From an optimization exercise on the open Yosys and OpenROAD flow, aimed at small area, a short achievable clock period and few clock cycles per item; shortcuts taken in it are not production practice.
In this exercise RTL edits were held to simulation tests only and were not proved equivalent to the original.
Power and IR drop assume default switching activity.

// muldiv
module muldiv#(parameter DATA_WIDTH = 32)
(
    input                         clk_i,
    input                         rst_i,
    input                         stall_i,
    input  [DATA_WIDTH-1 : 0]     a_i,
    input  [DATA_WIDTH-1 : 0]     b_i,
    input                         req_i,
    input  [ 2 : 0]               operation_sel_i,
    output reg [DATA_WIDTH-1 : 0] muldiv_result_o,
    output reg                    ready_o
);
For scale: roughly 1200 cells after synthesis, ~110 flip-flops, about 100 I/O pins, about 10000 um^2 of cells after synthesis.
make LEC_CHECK=0 CAP_MARGIN=20 CORE_MARGIN=2 CORE_UTILIZATION=40 PLACE_DENSITY=0.6 SLEW_MARGIN=20 finish   # period 5.0 ns
run.sh (not shown) runs the stock make flow with config.mk's settings and CLKGATE_MAP_FILE= SYNTH_SCRIPT=/design/flow/synth_recipe.tcl, a recipe that flattens the netlist after the stock synthesis.
Testbench counts at the start, summed over its fixed seeds: cycles 35,912, ops 2,048.
Next try:
==> flow/flow/run.sh (new file) <==
#!/bin/bash
# The standard layout, with the ports buffered by sky130_fd_sc_hd__buf_2
# instead of the flow's default pick (a slow delay buffer).
set -e
bash standard.sh synth > synth.log 2>&1
bash standard.sh "BUFFER_PORTS_ARGS=-buffer_cell sky130_fd_sc_hd__buf_2" finish > layout.log 2>&1
==> flow/standard.sh (new file) <==
#!/bin/bash
# synth_recipe.tcl (not shown) runs the flow's synth.tcl, then flattens the netlist and writes it again
# the make line also repeats each setting of config.mk as NAME=value (left out here)
make -C /OpenROAD-flow-scripts/flow DESIGN_CONFIG=/design/flow/config.mk WORK_HOME=/design/flow/orfs CLKGATE_MAP_FILE= SYNTH_SCRIPT=/design/flow/synth_recipe.tcl "${@:-finish}"
--- a/flow/config.mk
+++ b/flow/config.mk
@@ -11,2 +11,3 @@
 export PLACE_DENSITY = 0.6
+export SETUP_SLACK_MARGIN = 1.5
 export SLEW_MARGIN = 20
removed: flow/run.sh
=> The new run passed the timing, design-rule and antenna checks; setup slack gains 0.83 ns; maximum frequency rises by about a fifth; via count rises slightly; power rises by a few percent; non-clock buffer count rises by 25; die area does not change; global-route usage rises by 0.41 points; design area rises slightly.
Next try:
--- a/flow/config.mk
+++ b/flow/config.mk
@@ -11,3 +11,3 @@
 export PLACE_DENSITY = 0.6
-export SETUP_SLACK_MARGIN = 1.5
+export SETUP_SLACK_MARGIN = 1.0
 export SLEW_MARGIN = 20
Effect:
- final cell count went down by 1.6%
- sequential power stays flat
- design area went down by 3.8%
- sequential share of layout area went up by 0.78 points
- combinational power went down by about 9%
- power went down by 4.8%


muldiv, a different RTL version from the one above (not shown whole).
For scale: about 1100 cells after synthesis, roughly 78 flip-flops, about 100 I/O pins, roughly 0.0082 mm^2 of cells after synthesis.
clock: 5.0 ns
lec_check: 0
cap_margin: 20
core_margin: 2
core_utilization: 40
cts_buf_list: sky130_fd_sc_hd__clkbuf_8
place_density: 0.6
setup_slack_margin: 1.0
slew_margin: 20
standard.sh (not shown) runs the stock make flow with config.mk's settings and CLKGATE_MAP_FILE= SYNTH_SCRIPT=/design/flow/synth_recipe.tcl, a recipe that flattens the netlist after the stock synthesis.
==> flow/flow/run.sh <==
#!/bin/bash
# The standard layout, with the ports buffered by sky130_fd_sc_hd__buf_1
# instead of the flow's default pick (a slow delay buffer).
set -e
bash standard.sh synth > synth.log 2>&1
bash standard.sh "BUFFER_PORTS_ARGS=-buffer_cell sky130_fd_sc_hd__buf_1" finish > layout.log 2>&1
The baseline went through all stages and came out clean.
Testbench counts at the start, summed over its fixed seeds: cycles 35,912, ops 2,048.
Next try:
==> flow/flow/run.sh (replaced) <==
#!/bin/bash
# The standard layout, with the ports buffered by sky130_fd_sc_hd__buf_2
# instead of the flow's default pick (a slow delay buffer).
set -e
bash standard.sh synth > synth.log 2>&1
bash standard.sh "BUFFER_PORTS_ARGS=-buffer_cell sky130_fd_sc_hd__buf_2" finish > layout.log 2>&1
- CORE_UTILIZATION: 40 -> 50
- PLACE_DENSITY: 0.6 -> 0.7
Power decreases by 3.2%.
Setup slack got worse by 0.0077 ns.
Final area decreases by 0.98%.

==> separate check: timing with driven ports <==
Ports are ideal in the flow. The routed layouts listed here were re-timed in OpenROAD. Step 1 assumes that a clkbuf_16 drives the clock port and a buf_2 every other input. Step 2 times the ports against the registers' clock, not the clock port: input delays grow and output delays shrink by t, the midpoint of the rising clock arrivals with the driver on. Three values: no drivers, after step 1, after step 2; two values: the first two.
run	shift t [ns]	setup slack, ns	clock arrival spread, ns
the first run of note 1	0.403	0.384 / 0.338 / 0.585	0.007 / 0.007
the second run of note 1	0.400	1.215 / 1.169 / 1.318	0.013 / 0.012
the third run of note 1	0.400	1.088 / 1.041 / 1.264	0.009 / 0.009
the first run of note 2	0.420	0.966 / 0.928 / 0.801	0.012 / 0.013
the second run of note 2	0.411	0.958 / 0.924 / 0.842	0.011 / 0.012
After both steps every run listed still meets setup and hold. The setup slack of the first run of note 2, which loses most, moves by -0.038 ns with the drivers and by -0.165 ns with both steps.
